Context: an optimization exercise on an open-source flow, tuned for small area. The choices shown serve that exercise and are no tape-out recipe. In this exercise RTL edits were held to simulation tests only and were not proved equivalent to the original. Power and IR drop assume default switching activity.

==> flow/design.v <==
module AHB_Master_ALU_REG_pipelined (
    input wire        HCLK,
    input wire        HRESETn,
    output reg [31:0] HADDR,
    output reg [2:0]  HBURST,
    output reg [2:0]  HSIZE,
    output reg [1:0]  HTRANS,
    output reg [31:0] HWDATA,
    output reg        HWRITE,
    input wire [31:0] HRDATA,
    input wire        HREADY,
    input wire        HRESP,
    input wire [63:0] cpu_inst
);
localparam IDLE = 2'b00, BUSY = 2'b01, NONSEQ = 2'b10, SEQ = 2'b11;
reg        type_data;    
reg        work;
reg        RegWrite;
reg        t_written;    
reg [7:0]  rf_valid;     
reg [31:0] HADDR_delay;
reg [31:0] HWDATA_t;
reg [31:0] WriteData;
reg        ALU_REG;
reg        write_read;
reg [2:0]  AlU_OP;
reg [2:0]  ReadReg1_ADDR;
reg [2:0]  ReadReg2_ADDR;
reg [2:0]  WriteReg_ADDR;
reg [2:0]  WriteReg_ADDR2;
reg [7:0]  beats;        
reg [31:0] registers [0:7];
wire st_idle   = (HTRANS == IDLE);
wire st_busy   = (HTRANS == BUSY);
wire st_nonseq = (HTRANS == NONSEQ);
wire st_seq    = (HTRANS == SEQ);
wire ld        = ~HTRANS[0];             
reg [31:0] A, B;
integer i;
always @(*) begin
    A = 32'b0;
    B = 32'b0;
    for (i = 0; i < 8; i = i + 1) begin
        if (ReadReg1_ADDR == i && rf_valid[i]) A = A | registers[i];
        if (ReadReg2_ADDR == i && rf_valid[i]) B = B | registers[i];
    end
end
wire op_add = ALU_REG & (AlU_OP == 3'd0);
wire op_sub = ALU_REG & (AlU_OP == 3'd1);
wire op_and = ALU_REG & (AlU_OP == 3'd2);
wire op_or  = ALU_REG & (AlU_OP == 3'd3);
wire op_xor = ALU_REG & (AlU_OP == 3'd4);
wire op_not = ALU_REG & (AlU_OP == 3'd5);
wire op_shl = ALU_REG & (AlU_OP == 3'd6);
wire op_shr = ALU_REG & (AlU_OP == 3'd7);
wire mv_a   = ~ALU_REG & ~HWRITE;
wire mv_h   = ~ALU_REG & HWRITE;
wire bm     = op_add | op_sub | op_and | op_or | op_xor;    
wire bi     = op_sub | op_not;                              
wire selP   = op_add | op_sub | op_or | op_xor | op_not | mv_a;
wire selG   = op_and | op_or;
wire arith  = op_add | op_sub;
wire [31:0] bx = (B & {32{bm}}) ^ {32{bi}};
wire [31:0] p  = A ^ bx;
wire [31:0] g  = A & bx;
reg  [31:0] pg_g, pg_p;
integer l, k;
always @(*) begin
    pg_g = g & {32{arith}};
    pg_p = p;
    pg_g[0] = pg_g[0] | (pg_p[0] & op_sub);
    for (l = 0; l < 5; l = l + 1)
        for (k = 0; k < 32; k = k + 1)
            if ((k + 1) % (2 << l) == 0) begin
                pg_g[k] = pg_g[k] | (pg_p[k] & pg_g[k - (1 << l)]);
                pg_p[k] = pg_p[k] & pg_p[k - (1 << l)];
            end
    for (l = 3; l >= 0; l = l - 1)
        for (k = 0; k < 32; k = k + 1)
            if (k >= (3 << l) - 1 && (k + 1 - (1 << l)) % (2 << l) == 0) begin
                pg_g[k] = pg_g[k] | (pg_p[k] & pg_g[k - (1 << l)]);
                pg_p[k] = pg_p[k] & pg_p[k - (1 << l)];
            end
end
wire [31:0] carry = {pg_g[30:0], op_sub};
wire [31:0] result = ((p & {32{selP}}) ^ carry) | (g & {32{selG}})
                   | ({A[30:0], 1'b0} & {32{op_shl}}) | ({1'b0, A[31:1]} & {32{op_shr}})
                   | (HRDATA & {32{mv_h}});
wire        to_rf  = ALU_REG ? write_read : HWRITE;       
wire        fire   = (st_idle & type_data) | st_nonseq | (st_seq & HREADY);
wire [7:0] len_in  = cpu_inst[15:8];
wire [2:0] size_in = cpu_inst[6:4];
reg  [6:0] len_m2;
reg        bor;
integer m;
always @(*) begin
    bor = 1'b1;
    for (m = 1; m < 8; m = m + 1) begin
        len_m2[m-1] = len_in[m] ^ bor;
        bor = bor & ~len_in[m];
    end
end
wire [7:0] lim_len = (len_in == 8'd0) ? 8'd255 :
                     (len_in[7:1] == 7'd0 || len_in == 8'd2) ? 8'd0 : {len_m2, len_in[0]};
reg  [7:0] lim_size;
always @(*) begin
    case (size_in)
        3'd0: lim_size = 8'd255;
        3'd1: lim_size = 8'd254;
        3'd2: lim_size = 8'd127;
        3'd3: lim_size = 8'd84;
        3'd4: lim_size = 8'd63;
        3'd5: lim_size = 8'd50;
        3'd6: lim_size = 8'd42;
        default: lim_size = 8'd36;
    endcase
end
reg        len_lt;
reg  [7:0] beats_m1;
reg        bb;
always @(*) begin
    len_lt = 1'b0;
    for (m = 0; m < 8; m = m + 1)
        len_lt = (~lim_len[m] & lim_size[m]) | (~(lim_len[m] ^ lim_size[m]) & len_lt);
    bb = 1'b1;
    for (m = 0; m < 8; m = m + 1) begin
        beats_m1[m] = beats[m] ^ bb;
        bb = bb & ~beats[m];
    end
end
wire [7:0] beats_ld = len_lt ? lim_len : lim_size;
wire       seq_more = (HBURST == 3'b001) && (beats != 8'd0);
wire       inc = st_seq & HREADY;
reg [29:0] y, pre;
reg [29:0] acarry;
integer j, q;
always @(*) begin
    for (j = 0; j < 30; j = j + 1)
        y[j] = HADDR[j+2] | (j < 8 ? (HSIZE > j) : 1'b0);
    pre = y;
    for (q = 0; q < 5; q = q + 1)
        for (j = 29; j >= 0; j = j - 1)
            if (j & (1 << q))
                pre[j] = pre[j] & pre[((j >> q) << q) - 1];
    acarry[0] = inc & (HSIZE == 3'd0);
    for (j = 1; j < 30; j = j + 1)
        acarry[j] = inc & pre[j-1] & (j < 8 ? (HSIZE <= j) : 1'b1);
end
always @(posedge HCLK or negedge HRESETn) begin
    if (!HRESETn) begin
        HTRANS    <= IDLE;
        HADDR     <= 32'b0;
        HBURST    <= 3'b0;
        HSIZE     <= 3'b0;
        HWDATA    <= 32'b0;
        HWRITE    <= 1'b0;
        RegWrite  <= 1'b0;
        type_data <= 1'b0;
        work      <= 1'b0;
        t_written <= 1'b0;
        rf_valid  <= 8'b0;
    end else begin
        type_data <= 1'b1;
        RegWrite  <= fire & to_rf;
        if (fire & ~to_rf)
            t_written <= 1'b1;
        if (RegWrite)
            rf_valid[WriteReg_ADDR2] <= 1'b1;
        if (~st_seq)
            work <= cpu_inst[7];
        if (ld) begin
            HSIZE  <= cpu_inst[6:4];
            HWRITE <= cpu_inst[0];
            HBURST <= cpu_inst[3:1];
        end
        if (~st_busy & t_written)
            HWDATA <= HWDATA_t;
        if ((st_idle & type_data) | st_nonseq)
            HADDR <= HADDR_delay;
        else
            HADDR <= HADDR ^ {acarry, 2'b00};
        case (HTRANS)
            IDLE:   if (HREADY && work) HTRANS <= NONSEQ;
            BUSY:   if (work) HTRANS <= IDLE;
            NONSEQ: if (HREADY) HTRANS <= !work ? BUSY : (HBURST != 3'b0) ? SEQ : IDLE;
            SEQ:    if (HREADY) HTRANS <= !work ? BUSY : seq_more ? SEQ : IDLE;
        endcase
    end
end
always @(posedge HCLK) begin
    HADDR_delay <= cpu_inst[63:32];
    WriteData   <= result;
    WriteReg_ADDR2 <= WriteReg_ADDR;
    if (fire & ~to_rf)
        HWDATA_t <= result;
    if (RegWrite)
        registers[WriteReg_ADDR2] <= WriteData;
    if (ld) begin
        write_read    <= cpu_inst[31];
        ALU_REG       <= cpu_inst[18];
        AlU_OP        <= cpu_inst[30:28];
        ReadReg2_ADDR <= cpu_inst[24:22];
        WriteReg_ADDR <= cpu_inst[27:25];
        ReadReg1_ADDR <= cpu_inst[21:19];
    end else if (st_seq)
        ReadReg1_ADDR <= {ReadReg1_ADDR[2] ^ (ReadReg1_ADDR[1] & ReadReg1_ADDR[0]), ReadReg1_ADDR[1] ^ ReadReg1_ADDR[0], ~ReadReg1_ADDR[0]};
    if (st_nonseq)
        beats <= beats_ld;
    else if (HREADY && ~&beats)
        beats <= beats_m1;
end
endmodule
==> flow/config.mk <==
export PLATFORM = sky130hd
export DESIGN_NAME = AHB_Master_ALU_REG_pipelined
export DESIGN_NICKNAME = AHB_Master_ALU_REG_pipelined
export VERILOG_FILES = /design/flow/design.v
export SDC_FILE = /design/flow/constraint.sdc
export NUM_CORES = 4
export LEC_CHECK = 0
export CAP_MARGIN = 20
export CORE_MARGIN = 2
export CORE_UTILIZATION = 40
export PLACE_DENSITY = 0.6
export SLEW_MARGIN = 20
==> flow/constraint.sdc <==
create_clock -name core_clock -period 6.0 [get_ports {HCLK}]
set_input_delay 1.2000 -clock core_clock [delete_from_list [all_inputs] [get_ports {HCLK}]]
set_output_delay 1.2000 -clock core_clock [all_outputs]
set_load 0.01 [all_outputs]
run.sh (not shown) runs the stock make flow with config.mk's settings and CLKGATE_MAP_FILE= SYNTH_SCRIPT=/design/flow/synth_recipe.tcl, a recipe that flattens the netlist after the stock synthesis.
Then changed:
--- a/flow/design.v
+++ b/flow/design.v
@@ -128,26 +128,18 @@
         bb = bb & ~beats[m];
     end
 end
 wire [7:0] beats_ld = len_lt ? lim_len : lim_size;
 wire       seq_more = (HBURST == 3'b001) && (beats != 8'd0);
 wire       inc = st_seq & HREADY;
-reg [29:0] y, pre;
 reg [29:0] acarry;
-integer j, q;
-always @(*) begin
-    for (j = 0; j < 30; j = j + 1)
-        y[j] = HADDR[j+2] | (j < 8 ? (HSIZE > j) : 1'b0);
-    pre = y;
-    for (q = 0; q < 5; q = q + 1)
-        for (j = 29; j >= 0; j = j - 1)
-            if (j & (1 << q))
-                pre[j] = pre[j] & pre[((j >> q) << q) - 1];
+integer j;
+always @(*) begin
     acarry[0] = inc & (HSIZE == 3'd0);
     for (j = 1; j < 30; j = j + 1)
-        acarry[j] = inc & pre[j-1] & (j < 8 ? (HSIZE <= j) : 1'b1);
+        acarry[j] = (acarry[j-1] & HADDR[j+1]) | (j < 8 ? (inc & (HSIZE == j)) : 1'b0);
 end
 always @(posedge HCLK or negedge HRESETn) begin
     if (!HRESETn) begin
         HTRANS    <= IDLE;
         HADDR     <= 32'b0;
         HBURST    <= 3'b0;
Result: The changed run finished but fails on setup timing. Flip-flop and latch count is unchanged. Clock-buffer cell count decreases by 7. Synthesized cell count goes down by about 5.4%. Total power is higher by about 2%. Wire length rose by about 2.6%. Final area came out higher by about 2.6%. Non-clock buffer count grows by 32. Setup slack degrades by 2100 ps.

==> what the ideal ports hide <==
Ports are ideal in the flow. The routed layouts listed here were re-timed in OpenROAD. Step 1 (the two cells are an assumption about what drives the block):
set clk [get_ports {HCLK}]
set_driving_cell -lib_cell sky130_fd_sc_hd__clkbuf_16 $clk
set_driving_cell -lib_cell sky130_fd_sc_hd__buf_2 [delete_from_list [all_inputs] $clk]
Step 2, shift: input delay + t, output delay - t, t = (earliest + latest rising clock arrival at the registers) / 2. This alone moves slack from input paths to output paths. a / b / c = ideal / step 1 / step 2; a / b = the first two.
| run | t (ns) | slack for setup (ns) | worst setup path after step 2 | worst slew at a driven data input, ns | pins driven straight from the clock port |
|---|---|---|---|---|---|
| the first run | 0.646 | 1.113 / 1.113 / 0.842 | input to register | 0.10 | 1 |
| the second run | 0.633 | -0.962 / -0.949 / -1.582 | input to register | 0.07 | 1 |
The setup slack of the second run, which loses most, moves by +0.013 ns with the drivers and by -0.620 ns with both steps.
